From an optimization exercise on the open Yosys and OpenROAD flow, aimed at small area; shortcuts taken in it are not production practice.
Function was checked by simulation only, so behaviour that the tests miss may differ from the original.
Power and IR drop assume default switching activity.

[config.mk]
export PLATFORM = sky130hd
export DESIGN_NAME = odu_count_gen_fifo
export DESIGN_NICKNAME = odu_count_gen_fifo
export VERILOG_FILES = /design/flow/design.v
export SDC_FILE = /design/flow/constraint.sdc
export NUM_CORES = 4
export LEC_CHECK = 0
export CAP_MARGIN = 20
export CORE_MARGIN = 2
export CORE_UTILIZATION = 40
export PLACE_DENSITY = 0.6
export SLEW_MARGIN = 20
[constraint.sdc]
create_clock -name core_clock -period 6.0 [get_ports {clk}]
set_input_delay 1.2000 -clock core_clock [delete_from_list [all_inputs] [get_ports {clk}]]
set_output_delay 1.2000 -clock core_clock [all_outputs]
set_load 0.01 [all_outputs]
[design.v]
`timescale 1ns / 1ps
module fifo_control
    #(
        parameter ADDR_WIDTH = 3
    )
    (
        input   clk,
        input   reset,
        input   r_en,
        input   w_en,
        output  empty,
        output  full,
        output  [ADDR_WIDTH - 1: 0] w_addr,
        output  [ADDR_WIDTH - 1: 0] r_addr
    );
    reg  [ADDR_WIDTH: 0] w_ptr_reg;
    reg  [ADDR_WIDTH: 0] r_ptr_reg;
    always @(posedge clk) begin
        if (reset)
            w_ptr_reg <= 0;
        else if (w_en & !full)
            w_ptr_reg <= w_ptr_reg + 1'b1;
    end
    always @(posedge clk) begin
        if (reset)
            r_ptr_reg <= 0;
        else if (r_en & !empty)
            r_ptr_reg <= r_ptr_reg + 1'b1;
    end
    assign empty  = (r_ptr_reg == w_ptr_reg);
    assign full   = (w_ptr_reg[ADDR_WIDTH-1:0] == r_ptr_reg[ADDR_WIDTH-1:0]) &
                    (w_ptr_reg[ADDR_WIDTH] ^ r_ptr_reg[ADDR_WIDTH]);
    assign w_addr = w_ptr_reg[ADDR_WIDTH-1:0];
    assign r_addr = r_ptr_reg[ADDR_WIDTH-1:0];
endmodule
`timescale 1ns / 1ps
module fifo_dual_port_ram_simple
    #(
        parameter DATA_WIDTH = 384,
        parameter ADDR_WIDTH = 3
    )
    (
        input                        clk,
        input                        w_en,
        input                        reset,
        input   [ADDR_WIDTH - 1 : 0] w_addr,
        input   [ADDR_WIDTH - 1 : 0] r_addr,
        input   [DATA_WIDTH - 1 : 0] w_data,
        output  [DATA_WIDTH  -1 : 0] r_data
    );
    reg [DATA_WIDTH - 1: 0] mem [0: 2**ADDR_WIDTH - 1];
    assign r_data = mem[r_addr];
    integer i;
    always @(posedge clk) begin
        if (reset) begin
            for (i = 0; i < 2**ADDR_WIDTH; i = i + 1)
                mem[i] <= 'd0;
        end else if (w_en)
            mem[w_addr] <= w_data;
    end
endmodule
`timescale 1ns / 1ps
module fifo_syn_depth8
    #(
        parameter DATA_WIDTH = 384,
        parameter ADDR_WIDTH = 3
    )
    (
        input   clk,
        input   reset,
        input   w_en,
        input   r_en,
        input   [DATA_WIDTH - 1: 0] w_data,
        output  empty,
        output  full,
        output  [DATA_WIDTH -1: 0] r_data
    );
    wire [ADDR_WIDTH - 1: 0] w_addr;
    wire [ADDR_WIDTH - 1: 0] r_addr;
    fifo_dual_port_ram_simple #(
        .DATA_WIDTH(DATA_WIDTH),
        .ADDR_WIDTH(ADDR_WIDTH)
        )
    fifo_dual_port_ram_instance(
        .clk     (clk),
        .reset   (reset),
        .w_en    (w_en & ~full),
        .w_addr  (w_addr),
        .r_addr  (r_addr),
        .w_data  (w_data),
        .r_data  (r_data)
        );
    fifo_control #(
        .ADDR_WIDTH(ADDR_WIDTH)
        )
    fifo_control_instance(
        .clk     (clk),
        .reset   (reset),
        .r_en    (r_en),
        .w_en    (w_en),
        .empty   (empty),
        .full    (full),
        .w_addr  (w_addr),
        .r_addr  (r_addr)
        );
endmodule
`timescale 1ns / 1ps
module osu_gen_data(
        input           clk,
        input           rst,
        input           enable,
        output [7:0]    p1_base,     
        output          p1_hdr,      
        output          p1_zero,     
        output [7:0]    p2_base,
        output          p2_hdr,
        output          p2_zero
    );
    reg [1:0] count_packet;
    reg [7:0] payload_count_byte;
    reg       osu_valid;
    reg [1:0] gen_count;             
    always @(posedge clk) begin
        if (rst) begin
            count_packet       <= 2'd0;
            payload_count_byte <= 8'hff;
            osu_valid          <= 1'b0;
            gen_count          <= 2'd0;
        end else begin
            osu_valid <= enable;
            if (enable) begin
                count_packet       <= count_packet + 2'd1;
                payload_count_byte <= payload_count_byte + ((count_packet == 2'd0) ? 8'd41 : 8'd48);
                if (gen_count != 2'd3)
                    gen_count <= gen_count + 2'd1;
            end
        end
    end
    wire [1:0] cp1 = osu_valid ? count_packet - 2'd1 : count_packet;
    assign p1_base = osu_valid ? payload_count_byte - ((count_packet == 2'd1) ? 8'd41 : 8'd48)
                               : payload_count_byte;
    assign p1_hdr  = (cp1 == 2'd1);
    assign p2_hdr  = (cp1 == 2'd2);
    assign p2_base = p1_base - (p1_hdr ? 8'd41 : 8'd48);
    assign p1_zero = osu_valid ? (gen_count <= 2'd1) : (gen_count == 2'd0);
    assign p2_zero = osu_valid ? (gen_count <= 2'd2) : (gen_count <= 2'd1);
endmodule
`timescale 1ns / 1ps
module odu_gen_data(
        input           clk,
        input           rst,
        input           enable,
        output [30:0]   word_out,
        output          valid_gen_out,
        output [1:0]    mfas_out        
        );
    localparam [3:0]
        STATE_IDLE          = 4'd0,
        STATE_OSU_WAIT      = 4'd1,
        STATE_OVERHEAR_ROW1 = 4'd2,
        STATE_PAYLOAD_ROW1  = 4'd3,
        STATE_END_ROW1      = 4'd4,
        STATE_OVERHEAR_ROW2 = 4'd5,
        STATE_PAYLOAD_ROW2  = 4'd6,
        STATE_END_ROW2      = 4'd7,
        STATE_OVERHEAR_ROW3 = 4'd8,
        STATE_PAYLOAD_ROW3  = 4'd9,
        STATE_END_ROW3      = 4'd10;
    reg [3:0]   state_reg;
    reg [6:0]   osu_count_reg;
    reg         osu_gen_enable_reg;
    reg         valid_gen_out_reg;
    reg [3:0]   odu_row_count_reg;
    reg [30:0]  word_reg;
    wire [7:0]  p1_base, p2_base;
    wire        p1_hdr, p1_zero, p2_hdr, p2_zero;
    osu_gen_data osu_gen_data_instance(
        .clk     (clk),
        .rst     (rst),
        .enable  (osu_gen_enable_reg & enable),
        .p1_base (p1_base),
        .p1_hdr  (p1_hdr),
        .p1_zero (p1_zero),
        .p2_base (p2_base),
        .p2_hdr  (p2_hdr),
        .p2_zero (p2_zero)
    );
    function [9:0] pchunk;
        input [7:0] base;
        input       hdr;
        input       zero;
        input [1:0] c;
        begin
            pchunk[9:8] = zero ? 2'd0 : ((c == 2'd2) && hdr) ? 2'd2 : 2'd1;
            pchunk[7:0] = {base[7:4] - {2'b00, c}, base[3:0]};
        end
    endfunction
    wire [9:0] p1c1 = pchunk(p1_base, p1_hdr, p1_zero, 2'd1);
    wire [9:0] p1c2 = pchunk(p1_base, p1_hdr, p1_zero, 2'd2);
    wire [9:0] p2c0 = pchunk(p2_base, p2_hdr, p2_zero, 2'd0);
    wire [9:0] p2c1 = pchunk(p2_base, p2_hdr, p2_zero, 2'd1);
    wire [9:0] p2c2 = pchunk(p2_base, p2_hdr, p2_zero, 2'd2);
    wire [9:0] hdr  = {2'd3, 4'd0, odu_row_count_reg};
    wire [9:0] stuf = {2'd3, 8'd0};
    reg [30:0] word_next;
    reg [3:0]  state_next;
    reg [6:0]  osu_count_next;
    reg        osu_gen_enable_next;
    reg        valid_next;
    reg [3:0]  row_next;
    always @* begin
        state_next          = state_reg;
        osu_count_next      = osu_count_reg;
        osu_gen_enable_next = osu_gen_enable_reg;
        valid_next          = 1'b1;
        row_next            = odu_row_count_reg;
        word_next           = word_reg;
        case (state_reg)
            STATE_IDLE: begin
                state_next          = STATE_OSU_WAIT;
                osu_gen_enable_next = 1'b1;
                osu_count_next      = 7'd0;
                valid_next          = 1'b0;
                row_next            = 4'd0;
                word_next           = {1'b1, 30'd0};
            end
            STATE_OSU_WAIT: begin
                state_next = STATE_OVERHEAR_ROW1;
                valid_next = 1'b0;
            end
            STATE_OVERHEAR_ROW1: begin
                state_next     = STATE_PAYLOAD_ROW1;
                osu_count_next = osu_count_reg + 7'd1;
                row_next       = odu_row_count_reg + 4'd1;
                word_next      = {1'b0, hdr[9:8], p1c2[9:8], p1c1[9:8], hdr[7:0], p1c2[7:0], p1c1[7:0]};
            end
            STATE_PAYLOAD_ROW1: begin
                osu_count_next = osu_count_reg + 7'd1;
                word_next      = {1'b0, p2c0[9:8], p1c2[9:8], p1c1[9:8], p2c0[7:0], p1c2[7:0], p1c1[7:0]};
                if (osu_count_reg == 7'd78) state_next = STATE_END_ROW1;
            end
            STATE_END_ROW1: begin
                osu_count_next = 7'd0;
                state_next     = STATE_OVERHEAR_ROW2;
                word_next      = {1'b0, p2c0[9:8], p1c2[9:8], stuf[9:8], p2c0[7:0], p1c2[7:0], stuf[7:0]};
            end
            STATE_OVERHEAR_ROW2: begin
                state_next     = STATE_PAYLOAD_ROW2;
                osu_count_next = osu_count_reg + 7'd1;
                row_next       = odu_row_count_reg + 4'd1;
                word_next      = {1'b0, hdr[9:8], p2c1[9:8], p2c0[9:8], hdr[7:0], p2c1[7:0], p2c0[7:0]};
            end
            STATE_PAYLOAD_ROW2: begin
                osu_count_next = osu_count_reg + 7'd1;
                word_next      = {1'b0, p2c2[9:8], p2c1[9:8], p2c0[9:8], p2c2[7:0], p2c1[7:0], p2c0[7:0]};
                if (osu_count_reg == 7'd78) begin
                    state_next          = STATE_END_ROW2;
                    osu_gen_enable_next = 1'b1;
                end
                if (osu_count_reg == 7'd77)
                    osu_gen_enable_next = 1'b0;
            end
            STATE_END_ROW2: begin
                osu_gen_enable_next = 1'b1;
                osu_count_next      = 7'd0;
                state_next          = STATE_OVERHEAR_ROW3;
                word_next           = {1'b0, p1c2[9:8], p1c1[9:8], stuf[9:8], p1c2[7:0], p1c1[7:0], stuf[7:0]};
            end
            STATE_OVERHEAR_ROW3: begin
                state_next     = STATE_PAYLOAD_ROW3;
                osu_count_next = osu_count_reg + 7'd1;
                row_next       = odu_row_count_reg + 4'd1;
                word_next      = {1'b0, hdr[9:8], p2c0[9:8], p1c2[9:8], hdr[7:0], p2c0[7:0], p1c2[7:0]};
            end
            STATE_PAYLOAD_ROW3: begin
                osu_gen_enable_next = 1'b1;
                osu_count_next      = osu_count_reg + 7'd1;
                word_next           = {1'b0, p2c1[9:8], p2c0[9:8], p1c2[9:8], p2c1[7:0], p2c0[7:0], p1c2[7:0]};
                if (osu_count_reg == 7'd78) begin
                    state_next          = STATE_END_ROW3;
                    osu_gen_enable_next = 1'b0;
                end
            end
            STATE_END_ROW3: begin
                osu_gen_enable_next = 1'b1;
                osu_count_next      = 7'd0;
                state_next          = STATE_OVERHEAR_ROW1;
                word_next           = {1'b0, p2c1[9:8], p2c0[9:8], stuf[9:8], p2c1[7:0], p2c0[7:0], stuf[7:0]};
            end
            default: begin
                state_next = STATE_IDLE;
                valid_next = valid_gen_out_reg;
            end
        endcase
    end
    always @(posedge clk) begin
        if (rst) begin
            word_reg           <= 31'd0;
            valid_gen_out_reg  <= 1'b0;
            state_reg          <= STATE_IDLE;
            osu_count_reg      <= 7'd0;
            osu_gen_enable_reg <= 1'b0;
            odu_row_count_reg  <= 4'd0;
        end else if (enable) begin
            word_reg           <= word_next;
            valid_gen_out_reg  <= valid_next;
            state_reg          <= state_next;
            osu_count_reg      <= osu_count_next;
            osu_gen_enable_reg <= osu_gen_enable_next;
            odu_row_count_reg  <= (odu_row_count_reg == 4'd12) ? 4'd0 : row_next;
        end else
            valid_gen_out_reg  <= 1'b0;
    end
    wire [3:0] row_sub_1 = odu_row_count_reg - 4'd1;
    assign mfas_out      = {row_sub_1[3], ~row_sub_1[3] & row_sub_1[2]};
    assign word_out      = word_reg;
    assign valid_gen_out = valid_gen_out_reg;
endmodule
module odu_word_decode(
        input  [30:0]  word,
        output [383:0] data,
        output         frame_start,
        output         row_start
        );
    wire       ones = word[30];
    wire [1:0] m2 = word[29:28], m1 = word[27:26], m0 = word[25:24];
    wire [7:0] b2 = word[23:16], b1 = word[15:8], b0 = word[7:0];
    function [7:0] mfas_of;
        input [1:0] r;
        case (r)
            2'd0: mfas_of = 8'h00;
            2'd1: mfas_of = 8'h40;
            2'd2: mfas_of = 8'h80;
            default: mfas_of = 8'hff;
        endcase
    endfunction
    genvar j;
    generate
        for (j = 0; j < 16; j = j + 1) begin : g_byte
            wire [7:0] v2 = b2 - j;
            wire [7:0] v1 = b1 - j;
            wire [7:0] v0 = b0 - j;
            wire [3:0] n2 = {2'b00, b2[1:0]} + 4'd1;
            wire [7:0] h2 = (j == 1 && b2[1:0] == 2'd0) ? mfas_of(b2[3:2]) : {n2, n2};
            assign data[256 + 8*j +: 8] = ones ? 8'hff :
                                          (m2 == 2'd1 || (m2 == 2'd2 && j < 9)) ? v2 :
                                          (m2 == 2'd3) ? h2 : 8'h00;
            assign data[128 + 8*j +: 8] = ones ? 8'hff :
                                          (m1 == 2'd1 || (m1 == 2'd2 && j < 9)) ? v1 : 8'h00;
            assign data[8*j +: 8]       = ones ? 8'hff :
                                          (m0 == 2'd1 || (m0 == 2'd2 && j < 9)) ? v0 :
                                          (m0 == 2'd3) ? 8'h99 : 8'h00;
        end
    endgenerate
    assign row_start   = ~ones & (m2 == 2'd3);
    assign frame_start = row_start & (b2[1:0] == 2'd0);
endmodule
`timescale 1ns / 1ps
module odu_count_reg(
        input   clk,
        input   rst,
        input   enable_chid,
        input   chid_type,
        output  enable_gen_data
    );
    reg [16:0] value_count_reg;
    assign enable_gen_data = chid_type ? (value_count_reg >= 17'd9373)
                                       : (value_count_reg >= 17'd74984);
    always @(posedge clk) begin
        if (rst)
            value_count_reg <= 17'd0;
        else if (enable_chid) begin
            if (enable_gen_data)
                value_count_reg <= value_count_reg - (chid_type ? 17'd9373 : 17'd74984);
            else
                value_count_reg <= value_count_reg + (chid_type ? 17'd7 : 17'd9);
        end
    end
endmodule
`timescale 1ns / 1ps
module odu_count_gen_fifo(
    input           clk,
    input           rst,
    input           enable_chid,
    input           type_chid,
    input           fifo_read_enable,
    output          fifo_empty,
    output [394:0]  fifo_data_out,
    output [383:0]  data_chid,
    output          data_valid_chid
    );
    wire         enable_gen_data;
    wire [30:0]  word;
    wire         valid;
    wire [1:0]   mfas;
    wire [33:0]  fifo_entry;        
    wire         empty;
    odu_count_reg odu_count_reg_instance(
        .clk             (clk),
        .rst             (rst),
        .enable_chid     (enable_chid),
        .chid_type       (type_chid),
        .enable_gen_data (enable_gen_data)
    );
    odu_gen_data odu_gen_data_instance(
        .clk           (clk),
        .rst           (rst),
        .enable        (enable_gen_data),
        .word_out      (word),
        .valid_gen_out (valid),
        .mfas_out      (mfas)
    );
    fifo_syn_depth8 #(
        .DATA_WIDTH(34),
        .ADDR_WIDTH(1)
        )
    fifo_syn_depth8_instace (
        .clk    (clk),
        .reset  (rst),
        .w_en   (valid),
        .r_en   (fifo_read_enable & ~empty),
        .w_data ({valid, mfas, word}),
        .empty  (empty),
        .full   (),
        .r_data (fifo_entry)
        );
    wire fifo_frame_start, fifo_row_start;
    odu_word_decode data_decode(
        .word        (word),
        .data        (data_chid),
        .frame_start (),
        .row_start   ()
    );
    odu_word_decode fifo_decode(
        .word        (fifo_entry[30:0]),
        .data        (fifo_data_out[393:10]),
        .frame_start (fifo_frame_start),
        .row_start   (fifo_row_start)
    );
    assign fifo_data_out[394]   = fifo_entry[33];
    assign fifo_data_out[9]     = fifo_frame_start;
    assign fifo_data_out[8]     = fifo_row_start;
    assign fifo_data_out[7:0]   = {fifo_entry[32:31], 6'd0};
    assign fifo_empty           = empty;
    assign data_valid_chid      = valid;
endmodule
[run.sh]
#!/bin/bash
# synth_recipe.tcl (not shown) runs the flow's synth.tcl, then flattens the netlist and writes it again
# the make line also repeats each setting of config.mk as NAME=value (left out here)
make -C /OpenROAD-flow-scripts/flow DESIGN_CONFIG=/design/flow/config.mk WORK_HOME=/design/flow/orfs CLKGATE_MAP_FILE= SYNTH_SCRIPT=/design/flow/synth_recipe.tcl finish
==> PnR_summary.wiki, run 1 <==
{| class="wikitable"
! Metric !! Value
|-
| Run status || no timing/DRC/antenna violations
|-
| Post-place instance area || approximately 29000 um2
|-
| Async S/R FF share, synth || 0%
|-
| Unrepaired setup endpoints after global routing || false
|-
| Minimum setup slack in the final design || 0.0745 ns
|-
| Total routed wirelength || 114 mm
|-
| Highest Clock Rate || 169 MHz
|-
| Main synth FF type || sky130_fd_sc_hd__dfxtp_1
|-
| Skew-Pair Late Insertion Delay || approximately 0.44 ns
|-
| Netlist area before placement || about 21000 um2
|-
| I/O pins || around 800
|-
| Horizontal die dimension || 236 um
|-
| Number of sinks on the clock net || 151
|-
| Final Slew Violations || 0
|-
| Largest buffer count on any clock path || 2
|-
| Type of element launching the critical path || flip-flop
|-
| Hold buffer count at CTS || 0
|-
| Startpoint-to-endpoint class of the critical path || reg2out
|-
| Power density relative to cell area || 180 nW/um2
|-
| Via count normalized by instance count || 5.93
|-
| Distinct cells, synth || 87
|-
| Static leakage power || about 12 nW
|-
| All-layer global routing usage || between 30% and 40%
|-
| Post-Route Skew || about 0.014 ns
|-
| Post-synthesis mux area share || 2.63%
|-
| Number of DRC markers after the initial detailed-route iteration || 3114
|-
| Die height || between 200 and 250 um
|-
| Combinational family with the most area after synthesis || compound AO/OA/AOI/OAI gates
|-
| Final core utilization || approximately 56%
|-
| Sequential area share after synthesis || between 10% and 20%
|-
| Hold violation count in the final report || 0
|-
| Final Cell Area || just under 30000 um2
|-
| Gate Count Post-Synth || 3091
|-
| Port buffer count || 779
|-
| Count of nets left with antenna violations after detail routing || 0
|-
| Maximum fanout along the worst path || 17
|-
| TritonCTS clock tree || built
|-
| Leading cell types by total area after synthesis || sky130_fd_sc_hd__o21ai_0, sky130_fd_sc_hd__xnor2_1, sky130_fd_sc_hd__edfxtp_1
|-
| Total number of placement rows || 84
|-
| Max-Cap Viols || 0
|-
| Mean routed wirelength per cell || 26.5 um
|-
| CTS Root Cell || sky130_fd_sc_hd__clkbuf_16
|-
| Layout cells sized above 1 || under 10%
|-
| Routed vias || ~25000
|-
| Synth warn || 6
|-
| Initial standard-cell utilization of the core || 40.6%
|-
| Placeable Area || about 53000 um2
|-
| Worst ir drop on vdd || 187 uV
|-
| Final critical-path share of the clock period || 98.8%
|-
| Shortest period the worst path allows || just under 6 ns
|-
| Xor-xnor portion of the synthesized cell area || 17.9%
|-
| Postcts setup bufs || 0
|-
| DRC Markers || 0
|-
| Pre-Repair DR Iteration Count || 8
|-
| Adder-cell share of the synthesized area || 7.84%
|-
| Syn Area/Cell || 6.95 um2
|-
| Pre-CTS setup slack || 0.751 ns
|-
| Post-detail-place hpwl || 89.2 mm
|-
| Cell with the most instances after synthesis || sky130_fd_sc_hd__o21ai_0
|-
| Final setup violation count || 0
|-
| Count of state elements after synthesis || 151
|-
| Num CTS Buffers || 17
|-
| Arrival time at the worst endpoint || between 4 and 5 ns
|-
| Simple-gate area share of the yosys netlist || 17.2%
|-
| Initial antenna violation count || 14
|-
| Synth cell count leaders || sky130_fd_sc_hd__o21ai_0, sky130_fd_sc_hd__nand2_1, sky130_fd_sc_hd__xnor2_1
|-
| Relative slew slack || approximately 16%
|-
| Slew at the pin with the worst max-slew slack || 1.27 ns
|-
| CTS H-tree lvls || 4
|-
| Number of cells upsized or downsized after cts || 0
|-
| Via count of the first global-routing pass || 23200
|-
| Max reg flops || 68
|-
| Number of nets in the layout || 3717
|-
| Endpoint kind of the worst setup timing path || output port
|-
| Fraction of the mapped netlist area in compound gates || 25.6%
|-
| Global-route wire length before repair || 162 mm
|-
| Overflow after GRT || 0
|-
| Maximum number of pins on one net before global-route repair || 200
|-
| Setup total negative slack || 0 ns
|-
| Cell accounting for the most synthesized area || sky130_fd_sc_hd__o21ai_0
|-
| Area of the die || between 50000 and 60000 um2
|-
| Final weighted congestion of routability-driven global placement || 1.04
|-
| Path class of the lowest-slack min-delay path || reg2reg
|-
| Worst-path clk slew || 0.06 ns
|-
| EDFF count, synth || 68
|-
| Relative area change from synthesis to final layout || 37.2%
|-
| Endpoint required time on the critical path || 4.80 ns
|-
| Synth top area share || a little over an eighth
|-
| Pwr Total || 5.32 mW
|-
| Number of filler instances in the final layout || 5034
|}
-- kinds of logic after synthesis --
family,count (synthesis)
compound gates,989
buf+inv,520
fa+ha+maj,134
flops,151
xor+xnor,439
mux,52
other cells,1
simple gates,805
-- power by group --
group	internal (mW)	leakage, nW	switching [mW]	total [mW]
Sequential	1.11	1.38	0.0321	1.14
Combinational	1.39	10.5	1.69	3.09
Clock	0.590	0.281	0.500	1.09
Total	3.09	12.2	2.23	5.32
-- layout make-up --
| cell class | instances | area, um2 | area share (%) |
|---|---|---|---|
| multi-input combinational | 2425 | 15400 | 52.2 |
| timing repair buffer | 872 | 8500 | 28.9 |
| sequential | 151 | 3700 | 12.6 |
| tap | 688 | 861 | 2.92 |
| clock buffer | 17 | 425 | 1.44 |
| inverter | 111 | 419 | 1.42 |
| clock inverter | 15 | 163 | 0.552 |
| antenna | 6 | 15.0 | 0.0509 |
-- critical path, stage by stage, from the launching register on --
cell and delay (ns):
sky130_fd_sc_hd__dfxtp_2 0.54, sky130_fd_sc_hd__buf_4 0.32, sky130_fd_sc_hd__mux2_2 0.57, sky130_fd_sc_hd__inv_2 0.28
sky130_fd_sc_hd__ha_1 0.39, sky130_fd_sc_hd__and3_1 0.38, sky130_fd_sc_hd__nand2b_1 0.12, sky130_fd_sc_hd__xnor2_1 0.14
sky130_fd_sc_hd__o21ai_0 0.83, sky130_fd_sc_hd__clkdlybuf4s50_1 0.71
-- per-stage QoR --
stage	cells	hold WS [ns]
floorplan	3096	0.463
global placement	4247	0.478
detailed placement	4247	0.494
CTS	4279	0.505
global route	4279	0.552
finish	4285	0.504
-- routing by layer --
layer  track usage (%)  part of all wire (%)
met5                 0                 0.018
met4              10.6                   3.0
met1              52.7                    42
met2              57.4                    42
met3              13.6                    13
-- cells in the final DEF (no fill, tap or decap), types with 6 or more instances in the layout --
cell,n
sky130_fd_sc_hd__clkdlybuf4s50_1,778
sky130_fd_sc_hd__o21ai_0,588
sky130_fd_sc_hd__nand2_1,365
sky130_fd_sc_hd__xnor2_1,323
sky130_fd_sc_hd__a21oi_1,196
sky130_fd_sc_hd__nor2_1,179
sky130_fd_sc_hd__ha_1,132
sky130_fd_sc_hd__xor2_1,116
sky130_fd_sc_hd__inv_1,96
sky130_fd_sc_hd__buf_4,92
sky130_fd_sc_hd__dfxtp_1,82
sky130_fd_sc_hd__edfxtp_1,68
sky130_fd_sc_hd__and2_1,60
sky130_fd_sc_hd__a21o_1,36
sky130_fd_sc_hd__nand3_1,34
sky130_fd_sc_hd__nor2b_1,33
sky130_fd_sc_hd__nand2b_1,32
sky130_fd_sc_hd__a31oi_1,25
sky130_fd_sc_hd__mux2i_1,23
sky130_fd_sc_hd__a22oi_1,22
sky130_fd_sc_hd__and3_1,21
sky130_fd_sc_hd__o22ai_1,20
sky130_fd_sc_hd__nor3_1,17
sky130_fd_sc_hd__clkbuf_16,17
sky130_fd_sc_hd__o21ai_1,15
sky130_fd_sc_hd__mux2_2,14
sky130_fd_sc_hd__o221ai_1,13
sky130_fd_sc_hd__a211oi_1,12
sky130_fd_sc_hd__mux2i_2,11
sky130_fd_sc_hd__inv_2,9
sky130_fd_sc_hd__or3_1,9
sky130_fd_sc_hd__or2_2,8
sky130_fd_sc_hd__o21a_1,8
sky130_fd_sc_hd__nand3b_1,7
sky130_fd_sc_hd__a211o_1,7
sky130_fd_sc_hd__diode_2,6
sky130_fd_sc_hd__nor3b_1,6
sky130_fd_sc_hd__nand4_1,6
sky130_fd_sc_hd__conb_1,6
-- worst paths after layout --
path | from | to | slack (ns) | cells past startpoint
worst max-delay path | flip-flop | fifo_data_out[65] | 0.07 | 9
worst min-delay path | odu_gen_data_instance.word_reg[23]$_SDFFE_PP0P_ | odu_gen_data_instance.word_reg[23]$_SDFFE_PP0P_ | 0.50 | 2
worst max register to register | flip-flop | odu_gen_data_instance.word_reg[14]$_SDFFE_PP0P_ | 1.35 | 17
worst min register to register | odu_gen_data_instance.word_reg[23]$_SDFFE_PP0P_ | odu_gen_data_instance.word_reg[23]$_SDFFE_PP0P_ | 0.50 | 2
==> inputs of run 2 (changes only) <==
--- a/design.v
+++ b/design.v
@@ -324,36 +324,81 @@
         );
     wire       ones = word[30];
     wire [1:0] m2 = word[29:28], m1 = word[27:26], m0 = word[25:24];
-    wire [7:0] b2 = word[23:16], b1 = word[15:8], b0 = word[7:0];
-    function [7:0] mfas_of;
-        input [1:0] r;
-        case (r)
-            2'd0: mfas_of = 8'h00;
-            2'd1: mfas_of = 8'h40;
-            2'd2: mfas_of = 8'h80;
-            default: mfas_of = 8'hff;
-        endcase
+    odu_chunk_decode #(.KIND(2)) chunk2 (
+        .b(word[23:16]), .ones(ones), .en_lo(m2[0] ^ m2[1]), .en_hi(m2[0] & ~m2[1]),
+        .spec(m2[0] & m2[1]), .d(data[383:256]));
+    odu_chunk_decode #(.KIND(0)) chunk1 (
+        .b(word[15:8]), .ones(ones), .en_lo(m1[0] ^ m1[1]), .en_hi(m1[0] & ~m1[1]),
+        .spec(1'b0), .d(data[255:128]));
+    odu_chunk_decode #(.KIND(1)) chunk0 (
+        .b(word[7:0]), .ones(ones), .en_lo(m0[0] ^ m0[1]), .en_hi(m0[0] & ~m0[1]),
+        .spec(m0[0] & m0[1]), .d(data[127:0]));
+    assign row_start   = ~ones & m2[0] & m2[1];
+    assign frame_start = row_start & ~word[17] & ~word[16];
+endmodule
+module odu_chunk_decode #(parameter KIND = 0) (
+        input  [7:0]   b,
+        input          ones,
+        input          en_lo,
+        input          en_hi,
+        input          spec,
+        output [127:0] d
+        );
+    function lt;
+        input [3:0] x;
+        input [3:0] c;
+        input integer n;
+        integer i;
+        begin
+            lt = 1'b0;
+            for (i = 0; i < n; i = i + 1)
+                lt = c[i] ? (~x[i] | lt) : (~x[i] & lt);
+        end
+    endfunction
+    function cbit;
+        input [7:0] bb;
+        input integer j;
+        input integer p;
+        reg   [3:0] n;
+        reg   [7:0] mf;
+        begin
+            if (KIND == 1)
+                cbit = (p == 0 || p == 3 || p == 4 || p == 7);
+            else if (KIND == 2) begin
+                n  = {1'b0, bb[1] & bb[0], bb[1] ^ bb[0], ~bb[0]};
+                mf = {bb[3], bb[2], {6{bb[3] & bb[2]}}};
+                if (j == 1)
+                    cbit = (~bb[1] & ~bb[0]) ? mf[p] : n[p % 4];
+                else
+                    cbit = n[p % 4];
+            end else
+                cbit = 1'b0;
+        end
     endfunction
-    genvar j;
+    wire [3:0] h   = b[7:4];
+    wire [3:0] hm1 = {h[3] ^ ~(h[2] | h[1] | h[0]), h[2] ^ ~(h[1] | h[0]), h[1] ^ ~h[0], ~h[0]};
+    genvar j, p;
     generate
         for (j = 0; j < 16; j = j + 1) begin : g_byte
-            wire [7:0] v2 = b2 - j;
-            wire [7:0] v1 = b1 - j;
-            wire [7:0] v0 = b0 - j;
-            wire [3:0] n2 = {2'b00, b2[1:0]} + 4'd1;
-            wire [7:0] h2 = (j == 1 && b2[1:0] == 2'd0) ? mfas_of(b2[3:2]) : {n2, n2};
-            assign data[256 + 8*j +: 8] = ones ? 8'hff :
-                                          (m2 == 2'd1 || (m2 == 2'd2 && j < 9)) ? v2 :
-                                          (m2 == 2'd3) ? h2 : 8'h00;
-            assign data[128 + 8*j +: 8] = ones ? 8'hff :
-                                          (m1 == 2'd1 || (m1 == 2'd2 && j < 9)) ? v1 : 8'h00;
-            assign data[8*j +: 8]       = ones ? 8'hff :
-                                          (m0 == 2'd1 || (m0 == 2'd2 && j < 9)) ? v0 :
-                                          (m0 == 2'd3) ? 8'h99 : 8'h00;
+            wire en = (j < 9) ? en_lo : en_hi;
+            for (p = 0; p < 8; p = p + 1) begin : g_bit
+                wire raw0, raw1, sel;
+                if (p >= 4) begin : g_hi
+                    assign raw0 = h[p - 4];
+                    assign raw1 = hm1[p - 4];
+                    assign sel  = lt(b[3:0], j, 4);
+                end else begin : g_lo
+                    assign raw0 = b[p] ^ ((j >> p) & 1);
+                    assign raw1 = ~b[p] ^ ((j >> p) & 1);
+                    assign sel  = lt(b[3:0], j, p);
+                end
+                wire c  = cbit(b, j, p);
+                wire g0 = ones | (en & raw0) | (spec & c);
+                wire g1 = ones | (en & raw1) | (spec & c);
+                assign d[8*j + p] = sel ? g1 : g0;
+            end
         end
     endgenerate
-    assign row_start   = ~ones & (m2 == 2'd3);
-    assign frame_start = row_start & (b2[1:0] == 2'd0);
 endmodule
 `timescale 1ns / 1ps
 module odu_count_reg(
==> flow/run.sh (new file) <==
#!/bin/bash
cp standard.sh standard_sh_copy.txt
export BUFFER_PORTS_ARGS="-buffer_cell sky130_fd_sc_hd__buf_1"
bash standard.sh > standard_flow.log 2>&1
==> standard.sh (new file) <==
#!/bin/bash
# synth_recipe.tcl (not shown) runs the flow's synth.tcl, then flattens the netlist and writes it again
# the make line also repeats each setting of config.mk as NAME=value (left out here)
make -C /OpenROAD-flow-scripts/flow DESIGN_CONFIG=/design/flow/config.mk WORK_HOME=/design/flow/orfs CLKGATE_MAP_FILE= SYNTH_SCRIPT=/design/flow/synth_recipe.tcl "${@:-finish}"
removed: run.sh
==> run 2 against run 1 <==
Against the previous run:
- worst setup slack improved by 0.56 ns
- total power increased by 9.7%
- hold slack got worse by 0.036 ns
- first-iteration DRC count decreased by 15%
- wire length decreased by 14%
- largest power group unchanged
- non-clock buffer count decreased by 28
- final cell count decreased by 7.3%
- combinational power increased by 11%
==> PnR_summary.wiki, run 2 <==
{| class="wikitable"
! Metric !! Value
|-
| Post-Route Skew || 0.0130 ns (-0.00117 ns)
|-
| DRC Markers || 0 (unchanged)
|-
| Number of stages on the worst hold path || 2 (unchanged)
|-
| Final setup violation count || 0 (unchanged)
|-
| Via count of the first global-routing pass || 20000 (-14%)
|-
| Arrival time at the worst endpoint || 4.16 ns (-0.57 ns)
|-
| Chain of cells forming the critical path || mux2i_2, buf_4, inv_1, ha_1, a21oi_2, o21ai_0, nor2_1, nor2_1, buf_1
|-
| Worst ir drop on vdd || 209 uV (+12%)
|-
| Static leakage power || 9.55 nW (-22%)
|-
| Mean routed wirelength per cell || 24.6 um (-7.5%)
|-
| Initial standard-cell utilization of the core || 40.5% (-0.090 points)
|-
| Layout cells sized above 1 || 5.22% (-0.19 points)
|-
| Standard cell with the maximum stage delay on the critical path || sky130_fd_sc_hd__a21oi_2
|-
| Setup slack of the worst register-to-register path || 1.28 ns (-0.07 ns)
|-
| Via count normalized by instance count || 5.72 (-3.4%)
|-
| Setup total negative slack || 0 ns (unchanged)
|-
| Area of the die || 52800 um2 (-5.0%)
|-
| Hold violation count in the final report || 0 (unchanged)
|-
| Endpoint required time on the critical path || 4.80 ns (about the same)
|-
| Pre-CTS setup slack || 1.28 ns (+0.532 ns)
|-
| Syn Area/Cell || 7.12 um2 (+2.5%)
|-
| Number of cells upsized or downsized after cts || 0 (unchanged)
|-
| Final core utilization || 45.5% (-10 points)
|-
| Num CTS Buffers || 17 (unchanged)
|-
| Final weighted congestion of routability-driven global placement || 1.05 (+1.2%)
|-
| Count of buffering cells on the critical path with inverters included || 3 (unchanged)
|-
| Leading cell types by total area after synthesis || sky130_fd_sc_hd__mux2i_1, sky130_fd_sc_hd__edfxtp_1, sky130_fd_sc_hd__buf_4
|-
| Pre-Repair DR Iteration Count || 6 (-2)
|-
| Maximum number of pins on one net before global-route repair || 87 (-56%)
|-
| Total number of placement rows || 82 (-2.4%)
|-
| Largest buffer count on any clock path || 2 (unchanged)
|-
| Distinct cells, synth || 79 (-9.2%)
|-
| Overflow after GRT || 0 (unchanged)
|-
| Final critical-path share of the clock period || 89.4% (-9.4 points)
|-
| Run status || no timing/DRC/antenna violations
|-
| Cell with the most instances after synthesis || sky130_fd_sc_hd__nor2_1
|-
| Port buffer count || 779 (unchanged)
|-
| Cell accounting for the most synthesized area || sky130_fd_sc_hd__mux2i_1
|-
| Power density relative to cell area || 255 nW/um2 (+41%)
|-
| Netlist area before placement || 20400 um2 (-5.1%)
|-
| Startpoint-to-endpoint class of the critical path || reg2out
|-
| Unrepaired setup endpoints after global routing || false
|-
| Number of sinks on the clock net || 151 (unchanged)
|-
| Most prevalent standard cell on the critical path || sky130_fd_sc_hd__nor2_1
|-
| Worst-path clk slew || 0.07 ns (about the same)
|-
| Final Slew Violations || 0 (unchanged)
|-
| Number of filler instances in the final layout || 5411 (+7.5%)
|-
| Horizontal die dimension || 230 um (-2.5%)
|-
| Kind of cell adding the most delay to the critical path || compound AO/OA/AOI/OAI gates
|-
| Shortest period the worst path allows || 5.36 ns (-0.563 ns)
|-
| TritonCTS clock tree || built
|-
| Gate Count Post-Synth || 2861 (-7.4%)
|-
| Post-place instance area || 22200 um2 (-23%)
|-
| Relative slew slack || 19.1% (+3.5 points)
|-
| Sequential area share after synthesis || 18.2% (+0.93 points)
|-
| Number of DRC markers after the initial detailed-route iteration || 2658 (-15%)
|-
| EDFF count, synth || 68 (unchanged)
|-
| Synth top area share || 10.4% (-3.3 points)
|-
| Highest-count cells in the layout ignoring fill and taps || sky130_fd_sc_hd__buf_1, sky130_fd_sc_hd__nor2_1, sky130_fd_sc_hd__o21ai_0
|-
| Count of non-filler cells in the finished layout || 3971 (-7.3%)
|-
| Count of state elements after synthesis || 151 (unchanged)
|-
| Minimum setup slack in the final design || 0.638 ns (+0.563 ns)
|-
| Synth cell count leaders || sky130_fd_sc_hd__nor2_1, sky130_fd_sc_hd__o21ai_0, sky130_fd_sc_hd__a21oi_1
|-
| Hold buffer count at CTS || 0 (unchanged)
|-
| Highest Clock Rate || 186 MHz (+11%)
|-
| Depth of the most critical reg-to-reg path || 17 (unchanged)
|-
| Path class of the lowest-slack min-delay path || reg2reg
|-
| Relative area change from synthesis to final layout || 12.1%
|-
| Synth warn || 8 (+2)
|-
| Routed vias || 22700 (-11%)
|-
| Max reg flops || 68 (unchanged)
|-
| Postcts setup bufs || 0 (unchanged)
|-
| Type of element launching the critical path || flip-flop
|-
| I/O pins || 786 (unchanged)
|-
| All-layer global routing usage || 34.7% (-4.0 points)
|-
| Total routed wirelength || 97.5 mm (-14%)
|-
| Final Cell Area || 22900 um2 (-22%)
|-
| Die height || 230 um (-2.5%)
|-
| Endpoint of the most critical register-to-register path || odu_gen_data_instance.word_reg[15]$_SDFFE_PP0P_
|-
| CTS H-tree lvls || 4 (unchanged)
|-
| Global-route wire length before repair || 138 mm (-15%)
|-
| Async S/R FF share, synth || 0% (unchanged)
|-
| Initial antenna violation count || 4 (-10)
|-
| Placeable Area || 50300 um2 (-4.9%)
|-
| Max-Cap Viols || 0 (unchanged)
|-
| Most common cell after layout, fill and taps aside || sky130_fd_sc_hd__buf_1
|-
| Worst hold slack || 0.468 ns (-0.0355 ns)
|-
| Number of nets in the layout || 3353 (-9.8%)
|-
| Skew-Pair Late Insertion Delay || 0.44 ns (about the same)
|-
| CTS Root Cell || sky130_fd_sc_hd__clkbuf_16
|-
| Post-detail-place hpwl || 76.1 mm (-15%)
|-
| Slew at the pin with the worst max-slew slack || 1.21 ns (-0.0518 ns)
|-
| Main synth FF type || sky130_fd_sc_hd__dfxtp_1
|-
| Post-placement cell count || 3936 (-7.3%)
|-
| Maximum fanout along the worst path || 18 (+1)
|-
| Pwr Total || 5.84 mW (+9.7%)
|-
| Endpoint kind of the worst setup timing path || output port
|-
| Count of nets left with antenna violations after detail routing || 0 (unchanged)
|-
| Largest stage delay on the critical path || 0.97 ns (+0.14 ns)
|}
==> run 2: changes by cell type after synthesis, moves of 22 or more <==
cell | before | now
sky130_fd_sc_hd__clkbuf_1 | 222 | 180
sky130_fd_sc_hd__a211oi_1 | 12 | 34
sky130_fd_sc_hd__buf_4 | 133 | 235
sky130_fd_sc_hd__ha_1 | 133 | 63
sky130_fd_sc_hd__o21ai_0 | 590 | 249
sky130_fd_sc_hd__and2_1 | 60 | 33
sky130_fd_sc_hd__mux2i_1 | 30 | 212
sky130_fd_sc_hd__xor2_1 | 116 | 43
sky130_fd_sc_hd__nand2_1 | 365 | 216
sky130_fd_sc_hd__nor4_1 | 3 | 41
sky130_fd_sc_hd__a21oi_1 | 197 | 240
sky130_fd_sc_hd__nor2_1 | 179 | 356
sky130_fd_sc_hd__a21o_1 | 36 | 90
sky130_fd_sc_hd__xnor2_1 | 323 | 196
==> run 2: cell type report <==
class / count / area [um2] / share of cell area, %
Antenna cell: 2 / 5.00 / 0.0219
Tap cell: 672 / 841 / 3.68
Clock buffer: 17 / 425 / 1.86
Timing Repair Buffer: 844 / 3470 / 15.2
Multi-Input combinational cell: 2141 / 13700 / 60.1
Inverter: 129 / 484 / 2.12
Clock inverter: 15 / 189 / 0.827
Sequential cell: 151 / 3710 / 16.2
==> run 2: worst max-delay path by stage <==
stage,startpoint,end,cells past startpoint
2_1_floorplan,flip-flop,fifo_data_out[272],10
3_3_place_gp,flip-flop,fifo_data_out[291],6
3_5_place_dp,flip-flop,fifo_data_out[284],9
4_1_cts,flip-flop,fifo_data_out[284],9
5_1_grt,flip-flop,fifo_data_out[284],9
6_report,flip-flop,fifo_data_out[284],9
==> run 2: kinds of logic after synthesis <==
group | after synthesis | synth area share, %
other | 1 | 0.0184
AND/OR/NAND/NOR | 819 | 18.1
adder cells (fa/ha/maj) | 64 | 3.97
AO/OA/AOI/OAI | 777 | 22.7
flip-flops | 151 | 18.2
buffers and inverters | 574 | 15.0
XOR/XNOR | 240 | 10.4
multiplexers | 235 | 11.7
==> run 2: layer usage <==
layer  global-route usage, %  wire length [um]
met5                       0                13
met3                    14.2             12600
met4                    7.80              2000
met1                    46.7             40900
met2                    51.5             42000
==> run 2: power breakdown <==
part / internal [mW] / switching, mW
Sequential: 1.13 / 0.120
Combinational: 1.09 / 2.34
Clock: 0.665 / 0.492
Total: 2.89 / 2.95
==> run 2: tightest hold or removal path: stages, from the launching register on <==
cell	delay, ns
sky130_fd_sc_hd__dfxtp_1	0.32
sky130_fd_sc_hd__nand2_1	0.05
sky130_fd_sc_hd__a21oi_1	0.05
==> inputs of run 3 (changes only) <==
--- a/design.v
+++ b/design.v
@@ -150,7 +150,7 @@
         input           clk,
         input           rst,
         input           enable,
-        output [30:0]   word_out,
+        output [29:0]   word_out,
         output          valid_gen_out,
         output [1:0]    mfas_out        
         );
@@ -171,7 +171,7 @@
     reg         osu_gen_enable_reg;
     reg         valid_gen_out_reg;
     reg [3:0]   odu_row_count_reg;
-    reg [30:0]  word_reg;
+    reg [29:0]  word_reg;
     wire [7:0]  p1_base, p2_base;
     wire        p1_hdr, p1_zero, p2_hdr, p2_zero;
     osu_gen_data osu_gen_data_instance(
@@ -202,7 +202,7 @@
     wire [9:0] p2c2 = pchunk(p2_base, p2_hdr, p2_zero, 2'd2);
     wire [9:0] hdr  = {2'd3, 4'd0, odu_row_count_reg};
     wire [9:0] stuf = {2'd3, 8'd0};
-    reg [30:0] word_next;
+    reg [29:0] word_next;
     reg [3:0]  state_next;
     reg [6:0]  osu_count_next;
     reg        osu_gen_enable_next;
@@ -222,7 +222,7 @@
                 osu_count_next      = 7'd0;
                 valid_next          = 1'b0;
                 row_next            = 4'd0;
-                word_next           = {1'b1, 30'd0};
+                word_next           = {2'd0, 2'd3, 26'd0};
             end
             STATE_OSU_WAIT: begin
                 state_next = STATE_OVERHEAR_ROW1;
@@ -232,27 +232,27 @@
                 state_next     = STATE_PAYLOAD_ROW1;
                 osu_count_next = osu_count_reg + 7'd1;
                 row_next       = odu_row_count_reg + 4'd1;
-                word_next      = {1'b0, hdr[9:8], p1c2[9:8], p1c1[9:8], hdr[7:0], p1c2[7:0], p1c1[7:0]};
+                word_next      = {hdr[9:8], p1c2[9:8], p1c1[9:8], hdr[7:0], p1c2[7:0], p1c1[7:0]};
             end
             STATE_PAYLOAD_ROW1: begin
                 osu_count_next = osu_count_reg + 7'd1;
-                word_next      = {1'b0, p2c0[9:8], p1c2[9:8], p1c1[9:8], p2c0[7:0], p1c2[7:0], p1c1[7:0]};
+                word_next      = {p2c0[9:8], p1c2[9:8], p1c1[9:8], p2c0[7:0], p1c2[7:0], p1c1[7:0]};
                 if (osu_count_reg == 7'd78) state_next = STATE_END_ROW1;
             end
             STATE_END_ROW1: begin
                 osu_count_next = 7'd0;
                 state_next     = STATE_OVERHEAR_ROW2;
-                word_next      = {1'b0, p2c0[9:8], p1c2[9:8], stuf[9:8], p2c0[7:0], p1c2[7:0], stuf[7:0]};
+                word_next      = {p2c0[9:8], p1c2[9:8], stuf[9:8], p2c0[7:0], p1c2[7:0], stuf[7:0]};
             end
             STATE_OVERHEAR_ROW2: begin
                 state_next     = STATE_PAYLOAD_ROW2;
                 osu_count_next = osu_count_reg + 7'd1;
                 row_next       = odu_row_count_reg + 4'd1;
-                word_next      = {1'b0, hdr[9:8], p2c1[9:8], p2c0[9:8], hdr[7:0], p2c1[7:0], p2c0[7:0]};
+                word_next      = {hdr[9:8], p2c1[9:8], p2c0[9:8], hdr[7:0], p2c1[7:0], p2c0[7:0]};
             end
             STATE_PAYLOAD_ROW2: begin
                 osu_count_next = osu_count_reg + 7'd1;
-                word_next      = {1'b0, p2c2[9:8], p2c1[9:8], p2c0[9:8], p2c2[7:0], p2c1[7:0], p2c0[7:0]};
+                word_next      = {p2c2[9:8], p2c1[9:8], p2c0[9:8], p2c2[7:0], p2c1[7:0], p2c0[7:0]};
                 if (osu_count_reg == 7'd78) begin
                     state_next          = STATE_END_ROW2;
                     osu_gen_enable_next = 1'b1;
@@ -264,18 +264,18 @@
                 osu_gen_enable_next = 1'b1;
                 osu_count_next      = 7'd0;
                 state_next          = STATE_OVERHEAR_ROW3;
-                word_next           = {1'b0, p1c2[9:8], p1c1[9:8], stuf[9:8], p1c2[7:0], p1c1[7:0], stuf[7:0]};
+                word_next           = {p1c2[9:8], p1c1[9:8], stuf[9:8], p1c2[7:0], p1c1[7:0], stuf[7:0]};
             end
             STATE_OVERHEAR_ROW3: begin
                 state_next     = STATE_PAYLOAD_ROW3;
                 osu_count_next = osu_count_reg + 7'd1;
                 row_next       = odu_row_count_reg + 4'd1;
-                word_next      = {1'b0, hdr[9:8], p2c0[9:8], p1c2[9:8], hdr[7:0], p2c0[7:0], p1c2[7:0]};
+                word_next      = {hdr[9:8], p2c0[9:8], p1c2[9:8], hdr[7:0], p2c0[7:0], p1c2[7:0]};
             end
             STATE_PAYLOAD_ROW3: begin
                 osu_gen_enable_next = 1'b1;
                 osu_count_next      = osu_count_reg + 7'd1;
-                word_next           = {1'b0, p2c1[9:8], p2c0[9:8], p1c2[9:8], p2c1[7:0], p2c0[7:0], p1c2[7:0]};
+                word_next           = {p2c1[9:8], p2c0[9:8], p1c2[9:8], p2c1[7:0], p2c0[7:0], p1c2[7:0]};
                 if (osu_count_reg == 7'd78) begin
                     state_next          = STATE_END_ROW3;
                     osu_gen_enable_next = 1'b0;
@@ -285,7 +285,7 @@
                 osu_gen_enable_next = 1'b1;
                 osu_count_next      = 7'd0;
                 state_next          = STATE_OVERHEAR_ROW1;
-                word_next           = {1'b0, p2c1[9:8], p2c0[9:8], stuf[9:8], p2c1[7:0], p2c0[7:0], stuf[7:0]};
+                word_next           = {p2c1[9:8], p2c0[9:8], stuf[9:8], p2c1[7:0], p2c0[7:0], stuf[7:0]};
             end
             default: begin
                 state_next = STATE_IDLE;
@@ -295,7 +295,7 @@
     end
     always @(posedge clk) begin
         if (rst) begin
-            word_reg           <= 31'd0;
+            word_reg           <= 30'd0;
             valid_gen_out_reg  <= 1'b0;
             state_reg          <= STATE_IDLE;
             osu_count_reg      <= 7'd0;
@@ -316,14 +316,14 @@
     assign word_out      = word_reg;
     assign valid_gen_out = valid_gen_out_reg;
 endmodule
-module odu_word_decode(
-        input  [30:0]  word,
+module odu_word_decode #(parameter HAS_ONES = 1) (
+        input  [29:0]  word,
         output [383:0] data,
         output         frame_start,
         output         row_start
         );
-    wire       ones = word[30];
     wire [1:0] m2 = word[29:28], m1 = word[27:26], m0 = word[25:24];
+    wire       ones = HAS_ONES ? (m1 == 2'd3) : 1'b0;
     odu_chunk_decode #(.KIND(2)) chunk2 (
         .b(word[23:16]), .ones(ones), .en_lo(m2[0] ^ m2[1]), .en_hi(m2[0] & ~m2[1]),
         .spec(m2[0] & m2[1]), .d(data[383:256]));
@@ -365,7 +365,7 @@
             if (KIND == 1)
                 cbit = (p == 0 || p == 3 || p == 4 || p == 7);
             else if (KIND == 2) begin
-                n  = {1'b0, bb[1] & bb[0], bb[1] ^ bb[0], ~bb[0]};
+                n  = {bb[1] & bb[0], bb[1] ^ bb[0], ~bb[0]};
                 mf = {bb[3], bb[2], {6{bb[3] & bb[2]}}};
                 if (j == 1)
                     cbit = (~bb[1] & ~bb[0]) ? mf[p] : n[p % 4];
@@ -435,10 +435,10 @@
     output          data_valid_chid
     );
     wire         enable_gen_data;
-    wire [30:0]  word;
+    wire [29:0]  word;
     wire         valid;
     wire [1:0]   mfas;
-    wire [33:0]  fifo_entry;        
+    wire [31:0]  fifo_entry;        
     wire         empty;
     odu_count_reg odu_count_reg_instance(
         .clk             (clk),
@@ -456,7 +456,7 @@
         .mfas_out      (mfas)
     );
     fifo_syn_depth8 #(
-        .DATA_WIDTH(34),
+        .DATA_WIDTH(32),
         .ADDR_WIDTH(1)
         )
     fifo_syn_depth8_instace (
@@ -464,7 +464,7 @@
         .reset  (rst),
         .w_en   (valid),
         .r_en   (fifo_read_enable & ~empty),
-        .w_data ({valid, mfas, word}),
+        .w_data ({mfas, word}),
         .empty  (empty),
         .full   (),
         .r_data (fifo_entry)
@@ -476,16 +476,16 @@
         .frame_start (),
         .row_start   ()
     );
-    odu_word_decode fifo_decode(
-        .word        (fifo_entry[30:0]),
+    odu_word_decode #(.HAS_ONES(0)) fifo_decode(
+        .word        (fifo_entry[29:0]),
         .data        (fifo_data_out[393:10]),
         .frame_start (fifo_frame_start),
         .row_start   (fifo_row_start)
     );
-    assign fifo_data_out[394]   = fifo_entry[33];
+    assign fifo_data_out[394]   = |fifo_entry[29:24];
     assign fifo_data_out[9]     = fifo_frame_start;
     assign fifo_data_out[8]     = fifo_row_start;
-    assign fifo_data_out[7:0]   = {fifo_entry[32:31], 6'd0};
+    assign fifo_data_out[7:0]   = {fifo_entry[31:30], 6'd0};
     assign fifo_empty           = empty;
     assign data_valid_chid      = valid;
 endmodule
--- a/config.mk
+++ b/config.mk
@@ -5,6 +5,7 @@
 export SDC_FILE = /design/flow/constraint.sdc
 export NUM_CORES = 4
 export LEC_CHECK = 0
+export ABC_AREA = 1
 export CAP_MARGIN = 20
 export CORE_MARGIN = 2
 export CORE_UTILIZATION = 40
==> run 3 against run 2 <==
Against the previous run:
- the flow now stops in I/O pin placement
- synthesized area fell by 12%
- synthesized cell count rose by 4.3%
==> PnR_summary.wiki, run 3 <==
{| class="wikitable"
! Metric !! Value
|-
| Synth top area share || 14.7% (+4.2 points)
|-
| Initial standard-cell utilization of the core || 40.7% (+0.15 points)
|-
| Distinct cells, synth || 62 (-22%)
|-
| Simple-gate area share of the yosys netlist || 28.4% (+10 points)
|-
| Syn Area/Cell || 6.04 um2 (-15%)
|-
| Netlist area before placement || 18000 um2 (-12%)
|-
| Fraction of the mapped netlist area in compound gates || 25.1% (+2.4 points)
|-
| Async S/R FF share, synth || 0% (unchanged)
|-
| Adder-cell share of the synthesized area || 4.69% (+0.72 points)
|-
| Post-synthesis mux area share || 0.389% (-11 points)
|-
| Sequential area share after synthesis || 19.8% (+1.6 points)
|-
| Leading cell types by total area after synthesis || sky130_fd_sc_hd__o21ai_0, sky130_fd_sc_hd__nand2_1, sky130_fd_sc_hd__edfxtp_1
|-
| Horizontal die dimension || 216 um (-5.8%)
|-
| Main synth FF type || sky130_fd_sc_hd__dfxtp_1
|-
| Synth warn || 8 (unchanged)
|-
| Xor-xnor portion of the synthesized cell area || 1.89% (-8.5 points)
|-
| Run status || aborted with a tool error
|-
| Cell accounting for the most synthesized area || sky130_fd_sc_hd__o21ai_0
|-
| Stopped at || I/O pin placement
|-
| Cell with the most instances after synthesis || sky130_fd_sc_hd__nand2_1
|-
| EDFF count, synth || 64 (-5.9%)
|-
| Run Error || [ERROR PPL-0024] Number of IO pins (786) exceeds maximum number of available positions (776). Increase the die perimeter from 865.32um to 1068.96um.
|-
| Combinational family with the most area after synthesis || simple AND/OR/NAND/NOR gates
|-
| Total number of placement rows || 77 (-6.1%)
|-
| Synth cell count leaders || sky130_fd_sc_hd__nand2_1, sky130_fd_sc_hd__o21ai_0, sky130_fd_sc_hd__inv_1
|-
| Die height || 216 um (-5.8%)
|-
| Gate Count Post-Synth || 2984 (+4.3%)
|-
| Count of state elements after synthesis || 146 (-3.3%)
|}
==> run 3: cell types whose count changed after synthesis, moves of 35 or more <==
cell                       previous run  this run
sky130_fd_sc_hd__mux2i_1            212         7
sky130_fd_sc_hd__nor4_1              41         1
sky130_fd_sc_hd__nor2_1             356       304
sky130_fd_sc_hd__clkbuf_1           180        61
sky130_fd_sc_hd__o21ai_1             19        55
sky130_fd_sc_hd__inv_1              114       319
sky130_fd_sc_hd__a21o_1              90         2
sky130_fd_sc_hd__nand2_1            216       691
sky130_fd_sc_hd__o22ai_1             12        47
sky130_fd_sc_hd__a21oi_1            240       146
sky130_fd_sc_hd__o21ai_0            249       528
sky130_fd_sc_hd__xnor2_1            196        15
==> run 3: cell families after synthesis <==
| group | after synthesis |
|---|---|
| AOI/OAI and AO/OA | 844 |
| xor gates and xnor gates | 38 |
| muxes | 7 |
| other | 1 |
| buffers and inverters | 689 |
| DFF | 146 |
| and+or+nand+nor | 1192 |
| adders and majority gates | 67 |
==> inputs of run 4 (changes only) <==
==> flow/run.sh (replaced) <==
#!/bin/bash
# The standard flow with two changes:
#  - after the standard synthesis, the combinational cells are re-mapped for
#    area (remap.sh); the flip-flops are left exactly as synthesis made them;
#  - the port buffers use the smallest buffer cell (sky130_fd_sc_hd__buf_1).
set -euo pipefail
export BUFFER_PORTS_ARGS="-buffer_cell sky130_fd_sc_hd__buf_1"
RES=orfs/results/${FLOW_PLATFORM:-sky130hd}/odu_count_gen_fifo/base
bash standard.sh synth > log_1_standard_synth.txt 2>&1
cp $RES/1_2_yosys.v 1_2_yosys_standard.v
bash flow/remap.sh 1_2_yosys_standard.v 1_2_yosys_remap.v log_2_remap_yosys.txt
cp 1_2_yosys_remap.v $RES/1_2_yosys.v
touch $RES/1_2_yosys.v
bash standard.sh > log_3_standard_finish.txt 2>&1
==> flow/remap.sh (new file) <==
#!/bin/bash
# remap.sh IN.v OUT.v LOG
# Re-maps the combinational cells of the standard synthesis netlist IN.v for
# area with ABC's area mapper, keeping every flip-flop instance (name, cell
# type, connections and the names of the nets its Q pin drives) unchanged.
set -euo pipefail
IN=$1; OUT=$2; LOG=$3
FLOW=${FLOW_HOME:-/OpenROAD-flow-scripts/flow}
LIB=$FLOW/platforms/sky130hd/lib/sky130_fd_sc_hd__tt_025C_1v80.lib
YOSYS=$(command -v yosys || echo /OpenROAD-flow-scripts/tools/install/yosys/bin/yosys)
SEQ=$(grep -o 'sky130_fd_sc_hd__[a-z0-9_]*' $IN | sort -u | grep -E '__(e?s?df|dl|sdl|edf)' | tr '\n' ' ')
DU=""
for c in $(grep -o 'sky130_fd_sc_hd__\(lpflow_[a-z0-9_]*\|probe[a-z_0-9]*\)' $LIB | sort -u); do DU="$DU -dont_use $c"; done
A="strash;dch,-f;amap;topo"
cat > ${OUT%.v}.ys <<EOY
read_liberty -ignore_miss_func $LIB
read_verilog $IN
hierarchy -top odu_count_gen_fifo
blackbox $SEQ
flatten
rename -hide w:_*_.*
opt_clean
stat -liberty $LIB
abc -liberty $LIB $DU -script +$A;$A;$A;$A
read_liberty -lib -overwrite $LIB
splitnets
opt_clean -purge
hilomap -singleton -hicell sky130_fd_sc_hd__conb_1 HI -locell sky130_fd_sc_hd__conb_1 LO
insbuf -buf sky130_fd_sc_hd__buf_4 A X
check -assert
stat -liberty $LIB
write_verilog -noattr -nohex -nodec $OUT
EOY
$YOSYS -s ${OUT%.v}.ys > $LOG 2>&1
--- a/config.mk
+++ b/config.mk
@@ -7,7 +7,7 @@
 export LEC_CHECK = 0
 export ABC_AREA = 1
 export CAP_MARGIN = 20
-export CORE_MARGIN = 2
-export CORE_UTILIZATION = 40
+export CORE_AREA = 4 4 276 276
+export DIE_AREA = 0 0 280 280
 export PLACE_DENSITY = 0.6
 export SLEW_MARGIN = 20
==> run 4 against run 3 <==
Against the previous run:
- the run now finishes clean
- synthesized cell count fell by 24%
- synthesized area fell by 18%
==> PnR_summary.wiki, run 4 <==
{| class="wikitable"
! Metric !! Value
|-
| Power density relative to cell area || 306 nW/um2
|-
| Setup total negative slack || 0 ns
|-
| Maximum fanout along the worst path || 14
|-
| Number of DRC markers after the initial detailed-route iteration || 2233
|-
| Max reg flops || 64
|-
| Placeable Area || roughly 73000 um2
|-
| Unrepaired setup endpoints after global routing || false
|-
| Number of nets in the layout || slightly below 3000
|-
| TritonCTS clock tree || built
|-
| Post-placement cell count || 3836
|-
| Largest stage delay on the critical path || slightly below 0.8 ns
|-
| Minimum setup slack in the final design || 0.218 ns
|-
| Endpoint required time on the critical path || 4.80 ns
|-
| Port buffer count || 779
|-
| Total routed wirelength || 93.5 mm
|-
| Post-detail-place hpwl || 76.0 mm
|-
| CTS H-tree lvls || 4
|-
| Max-Cap Viols || 0
|-
| Initial antenna violation count || 0
|-
| Synth warn || 8 (unchanged)
|-
| Via count of the first global-routing pass || 18300
|-
| Count of nets left with antenna violations after detail routing || 0
|-
| Total number of placement rows || 99 (+29%)
|-
| Standard cell with the maximum stage delay on the critical path || sky130_fd_sc_hd__o21ai_0
|-
| Netlist area before placement || 14700 um2 (-18%)
|-
| Number of sinks on the clock net || 146
|-
| Static leakage power || ~5.8 nW
|-
| Endpoint kind of the worst setup timing path || output port
|-
| Postcts setup bufs || 0
|-
| Relative slew slack || 24.1%
|-
| Number of filler instances in the final layout || 8440
|-
| Final weighted congestion of routability-driven global placement || 1.02
|-
| Hold violation count in the final report || 0
|-
| Post-Route Skew || 0.0137 ns
|-
| Hold buffer count at CTS || 0
|-
| All-layer global routing usage || 22.1%
|-
| Most common cell after layout, fill and taps aside || sky130_fd_sc_hd__buf_1
|-
| Relative area change from synthesis to final layout || 23.8%
|-
| Final setup violation count || 0
|-
| Initial standard-cell utilization of the core || 20.1% (-21 points)
|-
| Chain of cells forming the critical path || clkinv_1, nor2_1, clkinv_1, o21ai_0, clkinv_1, o21ai_0, clkinv_1, o22ai_1, buf_1
|-
| Startpoint-to-endpoint class of the critical path || reg2out
|-
| Gate Count Post-Synth || 2269 (-24%)
|-
| Antenna Cells || 0
|-
| Via count normalized by instance count || 5.26
|-
| Horizontal die dimension || 280 um (+29%)
|-
| Syn Area/Cell || 6.49 um2 (+7.3%)
|-
| DRC Markers || 0
|-
| CTS Root Cell || sky130_fd_sc_hd__clkbuf_16
|-
| Count of non-filler cells in the finished layout || 3868
|-
| Arrival time at the worst endpoint || 4.58 ns
|-
| Path class of the lowest-slack min-delay path || reg2reg
|-
| Pwr Total || about 5.6 mW
|-
| Mean routed wirelength per cell || 24.2 um
|-
| Worst ir drop on vdd || 208 uV
|-
| Slew at the pin with the worst max-slew slack || ~1.1 ns
|-
| Run status || no timing/DRC/antenna violations
|-
| Final Slew Violations || 0
|-
| Area of the die || approximately 78000 um2
|-
| Final critical-path share of the clock period || between 90% and 100%
|-
| Shortest period the worst path allows || 5.78 ns
|-
| Number of cells upsized or downsized after cts || 0
|-
| Pre-CTS setup slack || 0.587 ns
|-
| Routed vias || approximately 20000
|-
| Type of element launching the critical path || flip-flop
|-
| Highest-count cells in the layout ignoring fill and taps || sky130_fd_sc_hd__buf_1, sky130_fd_sc_hd__nor2_1, sky130_fd_sc_hd__o22ai_1
|-
| Worst-path clk slew || about 0.070 ns
|-
| Layout cells sized above 1 || 3.75%
|-
| Global-route wire length before repair || ~130 mm
|-
| Most prevalent standard cell on the critical path || sky130_fd_sc_hd__clkinv_1
|-
| I/O pins || 786
|-
| Overflow after GRT || 0
|-
| Skew-Pair Late Insertion Delay || 0.44 ns
|-
| Largest buffer count on any clock path || 2
|-
| Maximum number of pins on one net before global-route repair || 49
|-
| Highest Clock Rate || 173 MHz
|-
| Num CTS Buffers || 17
|-
| Pre-Repair DR Iteration Count || 8
|-
| Die height || 280 um (+29%)
|}
[run 4: report_power, final]
group          internal, mW  total (mW)  switching, mW
clock                 0.579        1.06          0.477
sequential             1.10        1.17         0.0721
combinational         0.897        3.34           2.44
[run 4: area by class of cell]
| type | count | area, um2 | area share (%) |
|---|---|---|---|
| multi-input combinational | 1585 | 8270 | 45.4 |
| inverter | 308 | 1160 | 6.34 |
| sequential | 146 | 3560 | 19.6 |
| clock inverter | 13 | 115 | 0.632 |
| tap | 959 | 1200 | 6.58 |
| clock buffer | 19 | 464 | 2.55 |
| timing repair buffer | 838 | 3450 | 18.9 |
[run 4: final timing paths]
path | from | to | slack [ns] | depth (start not counted)
setup / recovery | odu_gen_data_instance.word_reg[17]$_SDFFE_PP0P_ | data_chid[318] | 0.22 | 9
hold / removal | odu_gen_data_instance.odu_row_count_reg[3]$_SDFFE_PP0P_ | odu_gen_data_instance.odu_row_count_reg[3]$_SDFFE_PP0P_ | 0.46 | 1
setup reg to reg | odu_count_reg_instance.value_count_reg[0]$_SDFFE_PP0P_ | odu_count_reg_instance.value_count_reg[16]$_SDFFE_PP0P_ | 1.18 | 27
hold reg to reg | odu_gen_data_instance.odu_row_count_reg[3]$_SDFFE_PP0P_ | odu_gen_data_instance.odu_row_count_reg[3]$_SDFFE_PP0P_ | 0.46 | 1
[run 4: metal layers]
metal	share of wire, %	up-vias	GRT usage [%]
met3	9.6	168	6.16
met4	4.3	0	7.84
met5	0	-	0
met2	46	1138	35.4
met1	41	9769	28.5
li1	-	9255	-
[run 4: stage by stage]
step,area (um2),util [%],hold slack [ns]
final,18200,24.9,0.461
after global routing,18200,24.9,0.495
after CTS,18200,24.9,0.465
after detailed placement,17600,24.1,0.453
after global placement,17600,24.1,0.452
after floorplan,14700,-,0.436
[run 4: critical path: cells and delay by family (launching register included)]
family	cells	cell delay, ns
buffers and inverters	5	1.84
AOI/OAI and AO/OA	3	1.44
DFF	1	0.46
and+or+nand+nor	1	0.39

what the ideal ports hide:
Ports are ideal in the flow. The routed layouts listed here were re-timed in OpenROAD. Step 1 (the two cells are an assumption about what drives the block):
set clk [get_ports {clk}]
set_driving_cell -lib_cell sky130_fd_sc_hd__clkbuf_16 $clk
set_driving_cell -lib_cell sky130_fd_sc_hd__buf_2 [delete_from_list [all_inputs] $clk]
Step 2 moves the port delays by t, midway between the first and last clock arrival at a register: inputs arrive t later, outputs are due t later. That takes back most of the time a late clock gives input paths. Three values: ideal, step 1, step 2; two values: the first two.
| run | t, ns | setup slack, ns | hold WS [ns] | cell pins on the clock port's net |
|---|---|---|---|---|
| run 1 | 0.491 | 0.074 / 0.014 / 0.505 | 0.504 / 0.504 / 0.504 | 1 |
| run 2 | 0.483 | 0.638 / 0.586 / 1.069 | 0.468 / 0.468 / 0.468 | 1 |
| run 4 | 0.483 | 0.218 / 0.171 / 0.590 | 0.461 / 0.461 / 0.461 | 1 |
After both steps every run listed still meets setup and hold.
